This is an optimization exercise on Yosys and OpenROAD, whose aim is small area and a short achievable clock period, not a production implementation.
Function was not checked in any run shown here: the RTL went through the layout flow alone.

==> flow/design.v, too long to show whole: its modules and the start of the top module <==
// module PE: 1557 lines
module PE#(
    parameter d_width = 32,
    parameter a_width = 8,
    parameter iact_size =  5,
    parameter kernel_size = 3
)
(
    input start,
    input clk, rst_n,
    input [d_width -1 : 0] weight,
    input [d_width -1 : 0] iact,
    output reg load_weight,
    output reg load_iact,
    output reg done,
    output reg [d_width -1 : 0] pe_out
);
  // ...
==> flow/flow/run.sh <==
#!/bin/bash
# Layout flow: the standard layout (standard.sh) with these changes:
#  - the port buffers are buf_2 cells instead of the cell buffer_ports picks;
#  - timing repair aims at 6.8 ns of setup slack at the 10 ns clock, and
#    may only resize cells and swap pins (no buffers, no cloning).
set -euo pipefail
cat >> config.mk <<'EOC'
export BUFFER_PORTS_ARGS = -buffer_cell sky130_fd_sc_hd__buf_2
export SETUP_SLACK_MARGIN = 6.8
export SETUP_MOVE_SEQUENCE = sizeup,swap
EOC
bash standard.sh > standard.log 2>&1
==> flow/standard.sh <==
#!/bin/bash
# synth_recipe.tcl (not shown) runs the flow's synth.tcl, then flattens the netlist and writes it again
# the make line also repeats each setting of config.mk as NAME=value (left out here)
make -C /OpenROAD-flow-scripts/flow DESIGN_CONFIG=/design/flow/config.mk WORK_HOME=/design/flow/orfs CLKGATE_MAP_FILE= SYNTH_SCRIPT=/design/flow/synth_recipe.tcl "${@:-finish}"
==> flow/config.mk <==
export PLATFORM = sky130hd
export DESIGN_NAME = PE
export DESIGN_NICKNAME = PE
export VERILOG_FILES = /design/flow/design.v
export SDC_FILE = /design/flow/constraint.sdc
export NUM_CORES = 4
export LEC_CHECK = 0
export CAP_MARGIN = 20
export CORE_MARGIN = 2
export CORE_UTILIZATION = 60
export CTS_BUF_LIST = sky130_fd_sc_hd__clkbuf_16
export CTS_CLUSTER_DIAMETER = 100
export CTS_CLUSTER_SIZE = 32
export SLEW_MARGIN = 20
export BUFFER_PORTS_ARGS = -buffer_cell sky130_fd_sc_hd__buf_2
export SETUP_SLACK_MARGIN = 6.8
export SETUP_MOVE_SEQUENCE = sizeup,swap
==> flow/constraint.sdc <==
create_clock -name core_clock -period 10.0 [get_ports {clk}]
set_input_delay 2.0000 -clock core_clock [delete_from_list [all_inputs] [get_ports {clk}]]
set_output_delay 2.0000 -clock core_clock [all_outputs]
set_load 0.01 [all_outputs]
==> results by group, run 1 <==
Timing
  – Setup TNS Final: 0 ns
  – Fin. max-slew vios: 0
  – Tmin final: 3.24 ns
  – Worst hold margin: approximately 0.31 ns

Synth
  – Share of the yosys chip area belonging to registers: 0.341
  – Yosys reg bits: around 440
  – Ys flop type: dfxtp_1
  – EDFF count, synth: 0
  – Simple-gate portion of the synthesized area: 0.0705
  – Yosys warning count: 1
  – Compound-gate portion of the synthesized area: 0.116

Global route
  – Total Routing Usage GR: 0.280

Route
  – Max Used Layer: met4
  – M1 wire length: 29500 um

Clock network
  – Root Buffer: clkbuf_16
  – CTS Buf Count: 18

Die
  – Std-Cell Rows: between 70 and 80
  – DIE AREA: 46100 um2
  – Ports: approximately 100

Cells and area
  – # clk buffers: 20
  – Logic inverters: 60

Critical path
  – Worst reg2reg endpoint: acc0_s[29]
  – Crit path max-delay family: XOR/XNOR gates
  – CP Capture Point: acc0_s[29]

Job
  – Maxcap violations: 0

Placed design
  – GP Congestion: 0.899

Run status
  – Status: complete, no violations

Worst hold path
  – Hold_sp: w1[19]
==> run 2, diff against run 1 <==
--- a/flow/design.v
+++ b/flow/design.v
@@ -21,26 +21,27 @@
         if (!rst_n) cnt <= 5'd0;
         else cnt <= nc;
     reg ld_i;    
     reg ld_w;    
     reg clr;     
     reg tap4;    
     reg hold;    
     reg outp;    
-    always @(posedge clk) begin
-        ld_i <= (nc >= 5'd1) && (nc <= 5'd5);
-        ld_w <= (nc >= 5'd7) && (nc <= 5'd9);
-        clr  <= (nc == 5'd9) || (nc == 5'd14) || (nc == 5'd18);
-        tap4 <= (nc == 5'd14) || (nc == 5'd18) || (nc == 5'd19) || (nc == 5'd20);
-        hold <= (nc == 5'd12);
-    end
     always @(posedge clk or negedge rst_n)
-        if (!rst_n) outp <= 1'b0;
-        else outp <= (nc == 5'd14) || (nc == 5'd18) || (nc == 5'd22);
+        if (!rst_n) begin
+            ld_i <= 1'b0; ld_w <= 1'b0; clr <= 1'b0; tap4 <= 1'b0; hold <= 1'b0; outp <= 1'b0;
+        end else begin
+            ld_i <= (nc >= 5'd1) && (nc <= 5'd5);
+            ld_w <= (nc >= 5'd7) && (nc <= 5'd9);
+            clr  <= (nc == 5'd9) || (nc == 5'd14) || (nc == 5'd18);
+            tap4 <= (nc == 5'd14) || (nc == 5'd18) || (nc == 5'd19) || (nc == 5'd20);
+            hold <= (nc == 5'd12);
+            outp <= (nc == 5'd14) || (nc == 5'd18) || (nc == 5'd22);
+        end
     reg [31:0] r0, r1, r2, r3, r4;
     reg [31:0] w0, w1, w2;
     always @(posedge clk) begin
         r0 <= r1; r1 <= r2; r2 <= r3; r3 <= r4; r4 <= ld_i ? iact : r0;
         w0 <= w1; w1 <= w2; w2 <= ld_w ? weight : w0;
     end
     wire [31:0] a = w0;
     wire [32:0] bx = {tap4 ? r0 : r2, 1'b0};
@@ -248,22 +249,22 @@
     wire pp7_24 = ((one[7] & a[10]) | (two[7] & a[9])) ^ neg[7];
     wire pp7_25 = ((one[7] & a[11]) | (two[7] & a[10])) ^ neg[7];
     wire pp7_26 = ((one[7] & a[12]) | (two[7] & a[11])) ^ neg[7];
     wire pp7_27 = ((one[7] & a[13]) | (two[7] & a[12])) ^ neg[7];
     wire pp7_28 = ((one[7] & a[14]) | (two[7] & a[13])) ^ neg[7];
     wire pp7_29 = ((one[7] & a[15]) | (two[7] & a[14])) ^ neg[7];
     wire pp7_30 = ((one[7] & a[16]) | (two[7] & a[15])) ^ neg[7];
     wire pp7_31 = ((one[7] & a[17]) | (two[7] & a[16])) ^ neg[7];
-    wire u1 = acc0_s[0] ^ neg[0];
-    wire c2 = u1 ? pp0_0 : acc0_s[0];
-    wire s3 = u1 ^ pp0_0;
+    wire u1 = acc0_s[0] ^ acc0_c[0];
+    wire c2 = u1 ? neg[0] : acc0_s[0];
+    wire s3 = u1 ^ neg[0];
     wire u4 = acc0_s[1] ^ acc0_c[1];
-    wire c5 = u4 ? pp0_1 : acc0_s[1];
-    wire s6 = u4 ^ pp0_1;
+    wire c5 = u4 ? c2 : acc0_s[1];
+    wire s6 = u4 ^ c2;
     wire u7 = acc0_s[2] ^ acc0_c[2];
     wire c8 = u7 ? neg[1] : acc0_s[2];
     wire u9 = neg[1] ^ pp0_2;
     wire u10 = u7 ^ u9;
     wire c11 = u10 ? pp1_2 : pp0_2;
     wire s12 = u10 ^ pp1_2;
     wire u13 = acc0_s[3] ^ acc0_c[3];
     wire c14 = u13 ? c8 : acc0_s[3];
@@ -842,19 +843,19 @@
     wire x587 = x584 ^ x585;
     wire x588 = c561 ^ x586;
     wire x589 = x587 ^ x588;
     wire x590 = c565 ^ x589;
     wire x591 = c568 ^ x590;
     wire x592 = x591 ^ c572;
     wire [31:0] n0_s, n0_c;
     assign n0_s[0] = s3;
-    assign n0_c[0] = 1'b0;
-    assign n0_s[1] = s6;
-    assign n0_c[1] = c2;
+    assign n0_c[0] = pp0_0;
+    assign n0_s[1] = pp0_1;
+    assign n0_c[1] = s6;
     assign n0_s[2] = c5;
     assign n0_c[2] = s12;
     assign n0_s[3] = s18;
     assign n0_c[3] = c11;
     assign n0_s[4] = c17;
     assign n0_c[4] = s27;
     assign n0_s[5] = c26;
     assign n0_c[5] = s36;
@@ -982,22 +983,22 @@
     wire pp13_30 = ((one[13] & a[4]) | (two[13] & a[3])) ^ neg[13];
     wire pp13_31 = ((one[13] & a[5]) | (two[13] & a[4])) ^ neg[13];
     wire pp14_28 = ((one[14] & a[0]) | (two[14] & 1'b0)) ^ neg[14];
     wire pp14_29 = ((one[14] & a[1]) | (two[14] & a[0])) ^ neg[14];
     wire pp14_30 = ((one[14] & a[2]) | (two[14] & a[1])) ^ neg[14];
     wire pp14_31 = ((one[14] & a[3]) | (two[14] & a[2])) ^ neg[14];
     wire pp15_30 = ((one[15] & a[0]) | (two[15] & 1'b0)) ^ neg[15];
     wire pp15_31 = ((one[15] & a[1]) | (two[15] & a[0])) ^ neg[15];
-    wire u593 = acc1_s[16] ^ neg[8];
-    wire c594 = u593 ? pp8_16 : acc1_s[16];
-    wire s595 = u593 ^ pp8_16;
+    wire u593 = acc1_s[16] ^ acc1_c[16];
+    wire c594 = u593 ? neg[8] : acc1_s[16];
+    wire s595 = u593 ^ neg[8];
     wire u596 = acc1_s[17] ^ acc1_c[17];
-    wire c597 = u596 ? pp8_17 : acc1_s[17];
-    wire s598 = u596 ^ pp8_17;
+    wire c597 = u596 ? c594 : acc1_s[17];
+    wire s598 = u596 ^ c594;
     wire u599 = acc1_s[18] ^ acc1_c[18];
     wire c600 = u599 ? neg[9] : acc1_s[18];
     wire u601 = neg[9] ^ pp8_18;
     wire u602 = u599 ^ u601;
     wire c603 = u602 ? pp9_18 : pp8_18;
     wire s604 = u602 ^ pp9_18;
     wire u605 = acc1_s[19] ^ acc1_c[19];
     wire c606 = u605 ? c600 : acc1_s[19];
@@ -1192,19 +1193,19 @@
     wire x795 = c769 ^ x793;
     wire x796 = c765 ^ x794;
     wire x797 = c773 ^ x795;
     wire x798 = x796 ^ x797;
     wire x799 = c776 ^ x798;
     wire x800 = c780 ^ x799;
     wire [31:16] n1_s, n1_c;
     assign n1_s[16] = s595;
-    assign n1_c[16] = 1'b0;
-    assign n1_s[17] = s598;
-    assign n1_c[17] = c594;
+    assign n1_c[16] = pp8_16;
+    assign n1_s[17] = pp8_17;
+    assign n1_c[17] = s598;
     assign n1_s[18] = c597;
     assign n1_c[18] = s604;
     assign n1_s[19] = s610;
     assign n1_c[19] = c603;
     assign n1_s[20] = c609;
     assign n1_c[20] = s619;
     assign n1_s[21] = c618;
     assign n1_c[21] = s628;
@@ -1320,17 +1321,17 @@
     wire c886 = u885 ? c877 : acc1_c[30];
     wire s887 = u885 ^ c877;
     wire x888 = acc0_s[31] ^ acc0_c[31];
     wire x889 = acc1_s[31] ^ acc1_c[31];
     wire x890 = x888 ^ x889;
     wire x891 = x890 ^ c883;
     wire [31:0] m_s, m_c;
     assign m_s[0] = acc0_s[0];
-    assign m_c[0] = 1'b0;
+    assign m_c[0] = acc0_c[0];
     assign m_s[1] = acc0_s[1];
     assign m_c[1] = acc0_c[1];
     assign m_s[2] = acc0_s[2];
     assign m_c[2] = acc0_c[2];
     assign m_s[3] = acc0_s[3];
     assign m_c[3] = acc0_c[3];
     assign m_s[4] = acc0_s[4];
     assign m_c[4] = acc0_c[4];
@@ -1351,18 +1352,18 @@
     assign m_s[12] = acc0_s[12];
     assign m_c[12] = acc0_c[12];
     assign m_s[13] = acc0_s[13];
     assign m_c[13] = acc0_c[13];
     assign m_s[14] = acc0_s[14];
     assign m_c[14] = acc0_c[14];
     assign m_s[15] = acc0_s[15];
     assign m_c[15] = acc0_c[15];
-    assign m_s[16] = s803;
-    assign m_c[16] = 1'b0;
+    assign m_s[16] = acc1_c[16];
+    assign m_c[16] = s803;
     assign m_s[17] = s809;
     assign m_c[17] = 1'b0;
     assign m_s[18] = s815;
     assign m_c[18] = c808;
     assign m_s[19] = s821;
     assign m_c[19] = c814;
     assign m_s[20] = s827;
     assign m_c[20] = c820;
==> flow/flow/run.sh (replaced) <==
#!/bin/bash
# Layout flow: the standard layout (standard.sh) with these changes:
#  - the port buffers are buf_2 cells instead of the cell buffer_ports picks;
#  - timing repair aims at 6.9 ns of setup slack at the 10 ns clock, and
#    may only resize cells and swap pins (no buffers, no cloning).
set -euo pipefail
cat >> config.mk <<'EOC'
export BUFFER_PORTS_ARGS = -buffer_cell sky130_fd_sc_hd__buf_2
export SETUP_SLACK_MARGIN = 6.9
export SETUP_MOVE_SEQUENCE = sizeup,swap
EOC
bash standard.sh > standard.log 2>&1
--- a/flow/config.mk
+++ b/flow/config.mk
@@ -8,10 +8,10 @@
 export CAP_MARGIN = 20
 export CORE_MARGIN = 2
 export CORE_UTILIZATION = 60
 export CTS_BUF_LIST = sky130_fd_sc_hd__clkbuf_16
 export CTS_CLUSTER_DIAMETER = 100
 export CTS_CLUSTER_SIZE = 32
 export SLEW_MARGIN = 20
 export BUFFER_PORTS_ARGS = -buffer_cell sky130_fd_sc_hd__buf_2
-export SETUP_SLACK_MARGIN = 6.8
+export SETUP_SLACK_MARGIN = 6.9
 export SETUP_MOVE_SEQUENCE = sizeup,swap
==> run 2 against run 1 <==
Against the previous run:
- first-iteration DRC count up 13%
- synthesized cell count up 1.2%
- setup slack better by 0.030 ns
- critical path type unchanged
- still clean on timing, DRC and antenna
- register-to-register slack better by 0.03 ns
- die area up 0.96%
==> results by group, run 2 <==
Synth
  – Netlist Area Pre-Place: 26900 um2 (was 26700 um2)
  – Area leader, netlist: dfxtp_1 (unchanged)
  – Ys flop type: dfxtp_1 (unchanged)
  – Yosys warning count: 1 (unchanged)
  – Syn_nets: 2931 (was 2894)
  – Top post-synthesis cells by area: dfxtp_1, xnor2_1, a22oi_1 (unchanged)
  – Syn Area/Cell: 9.62 um2 (was 9.64 um2)
  – Synth top area share: 0.297 (was 0.303)
  – Ys async rst share: 0.103 (was 0.0923)
  – Count leader, synth: xnor2_1 (unchanged)
  – Yosys reg bits: 446 (was 444)
  – Share of the yosys chip area belonging to registers: 0.340 (was 0.341)
  – Mapped Cells: 2798 (was 2764)
  – Post-synth top cells: xnor2_1, dfxtp_1, a22oi_1 (unchanged)
  – EDFF count, synth: 0 (unchanged)
  – Yosys cell types: 65 (was 61)

Placed design
  – GP Congestion: 0.877 (was 0.899)
  – Port bufs: 101 (unchanged)
  – Hpwl dp: 47500 um (was 46200 um)
  – Post-place setup slack: 6.57 ns (was 6.45 ns)
  – Inst Count DP: 3345 (was 3310)

Die
  – DIE AREA: 46600 um2 (was 46100 um2)
  – Core Area: 44200 um2 (was 44000 um2)
  – Ports: 102 (unchanged)
  – Std-Cell Rows: 77 (unchanged)
  – Initial Util: 0.609 (was 0.605)
  – Die span in x: 216 um (was 215 um)
  – Die Ht: 216 um (was 215 um)

Critical path
  – Buffers plus inverters on the worst setup path: 0 (unchanged)
  – Setup crit start kind: flip-flop (unchanged)
  – CP Cell Sequence: xnor2_2 > xnor2_1 > maj3_1 > ha_1 > a21o_1 > a21o_1 > a21oi_1 > nor2b_1 > nor2_1 > o31ai_4 > o31ai_4 > xnor2_1 > a211oi_2 (was xnor2_4 > xor2_2 > xnor2_2 > xnor2_2 > xnor3_2 > xor2_2 > xnor2_2 > xor2_1 > ha_2 > nor2b_1)
  – Critical Path Fanout Max: 5 (was 32)
  – Crit end category: flip-flop (unchanged)
  – Crit path max-delay family: compound AO/OA/AOI/OAI gates (was XOR/XNOR gates)
  – CP max stage cell: dfxtp_1 (was dfxtp_4)
  – Setup CP Type: reg2reg (unchanged)
  – Crit-path max cell delay: 0.40 ns (was 0.83 ns)
  – Worst EP required: 10.45 ns (was 10.44 ns)
  – Data arrival, critical path: 3.66 ns (was 3.67 ns)

Clock network
  – Clk sinks: 446 (was 444)
  – Root Buffer: clkbuf_16 (unchanged)
  – CTS clk-pin slew, worst paths: 0.12 ns (about the same)
  – CTS tree: built (unchanged)
  – Clk buf depth: 3 (unchanged)
  – H-tree level count: 1 (unchanged)
  – CTS Buf Count: 21 (was 18)
  – Setup Fix Bufs, Post-CTS: 0 (unchanged)
  – Later-pin clock latency in the skew report: 0.58 ns (was 0.57 ns)

Timing
  – Tmin final: 3.21 ns (was 3.24 ns)
  – Final hold vios: 0 (unchanged)
  – Worst slew pin tran: 0.898 ns (was 1.14 ns)
  – RSZ-0062 raised after global routing: yes (unchanged)
  – Setup ws final: 6.79 ns (was 6.76 ns)
  – Clock skew: 0.0219 ns (was 0.0257 ns)
  – Setup TNS Final: 0 ns (unchanged)
  – Fmax: 312 MHz (was 309 MHz)
  – Tcrit/Tclk final: 0.321 (was 0.324)
  – Worst hold margin: 0.317 ns (was 0.310 ns)
  – Fin. max-slew vios: 0 (unchanged)
  – Final setup violation count: 0 (unchanged)
  – Slew headroom: 0.401 (was 0.243)

Cells and area
  – Area Overhead vs Synth: 7.51% (was 6.32%)
  – N_diodes: 0 (unchanged)
  – Most frequent cells in the layout: xnor2_1, dfxtp_1, a22oi_1 (unchanged)
  – Layout cell share with drive strength beyond 1: 0.136 (was 0.127)
  – Most common cell after layout, fill and taps aside: xnor2_1 (unchanged)
  – Nets: 2909 (was 2868)
  – Layout Cells excl Fill: 3379 (was 3336)

Route
  – Routed wire per std cell: 20.2 um (was 19.8 um)
  – Vias per cell: 5.85 (was 5.80)
  – Final WL: 68100 um (was 65900 um)
  – Detailed Routing Iterations Pass 1: 6 (unchanged)
  – Iter 0 DRT Violations: 1567 (was 1390)
  – DR vias: 19800 (was 19300)
  – Antenna-violating nets left: 0 (unchanged)
  – # DRC: 0 (unchanged)

Global route
  – Total Routing Usage GR: 0.289 (was 0.280)
  – Grt ovf: 0 (unchanged)
  – Vias in the first global route: 19600 (was 19100)
  – Global-route wire length before repair: 108000 um (was 104000 um)
  – Pin count of the biggest net entering global routing: 97 (was 66)
  – Number of antenna violations at the first check in global routing: 0 (was 1)

Job
  – Maxcap violations: 0 (unchanged)

Worst hold path
  – Hold Crit Class: reg2reg (unchanged)

Run status
  – Status: complete, no violations (unchanged)
[run 2: changes by cell type after synthesis, moves of 6 or more]
cell / change
buf_2: +9
nor2_1: +12
buf_1: -10
nand2_1: +8
o21a_1: -6
xor2_1: +10
[run 2: path summary, 6_finish.rpt]
check | endpoint | slack [ns] | startpoint | depth (start not counted)
max in group asynchronous | clr | 8.15 | rst_n | 1
min in group asynchronous | load_iact | 1.40 | rst_n | 1
hold reg to reg | w0[18] | 0.32 | w1[18] | 0
hold / removal | w0[18] | 0.32 | w1[18] | 0
setup / recovery | pe_out[31] | 6.79 | acc0_c[24] | 13
setup reg to reg | pe_out[31] | 6.79 | acc0_c[24] | 13
[run 2: layer usage]
layer | track usage | wire [um] | vias up
met5 | 0 | 0 | -
met4 | 0.0972 | 2100 | 0
met3 | 0.0426 | 5010 | 151
met2 | 0.482 | 31300 | 733
met1 | 0.384 | 29700 | 9523
li1 | - | - | 9368
[run 2: logic make-up (layout without fill, tap and decap cells)]
group	after synthesis	after routing	synth area share
flip-flops	446	446	0.340
XOR/XNOR	834	834	0.276
multiplexers	131	131	0.0525
AO/OA/AOI/OAI	450	450	0.117
adder cells (fa/ha/maj)	245	245	0.0989
buffers and inverters	248	237	0.0434
AND/OR/NAND/NOR	444	444	0.0725
[run 2: stage by stage]
stage,instance area (um2),utilization
detailed placement,27500,0.623
floorplan,26900,-
global route,28900,0.654
global placement,27500,0.623
finish,28900,0.654
CTS,28500,0.644
[run 2: worst reg2reg max path, delay by kind of cell, from the launching register on]
family | cells | cell delay (ns)
fa+ha+maj | 2 | 0.76
xor+xnor | 3 | 0.62
flops | 1 | 0.40
simple gates | 2 | 0.25
compound gates | 6 | 1.08
[run 2: cell type report]
type	count	area, um2
clock buffer	21	526
timing repair buffer	143	1070
fill	3634	15300
multi-input combinational	2104	17000
tap	592	741
sequential	446	9240
inverter	60	225
clock inverter	13	184
[run 2: timing repair]
item / CTS / global route
setup endpoints to repair: 80 / 81
hold buffers: 0 / 0
gates resized for setup: 67 / 111
pin swaps: 22 / 56

==> port drivers added, routing unchanged <==
No port has a modelled driver above. Below, the same layouts with a new extraction and two added sets of constraints. Step 1 assumes that a clkbuf_16 drives the clock port and a buf_2 every other input. Step 2 times the ports against the registers' clock, not the clock port: input delays grow and output delays shrink by t, the midpoint of the rising clock arrivals with the driver on. a / b / c = no drivers / after step 1 / after step 2; a / b = the first two.
run	shift t [ns]	slack for setup (ns)	worst setup path at the end	slew at the worst register clock pin (ns)
run 1	0.617	6.765 / 6.765 / 6.581	input to register	0.12 / 0.12
run 2	0.633	6.794 / 6.744 / 6.794	register to register	0.12 / 0.12
After both steps every run listed still meets setup and hold. The setup slack of run 1, which loses most, moves by 0.000 ns with the drivers and by -0.184 ns with both steps.
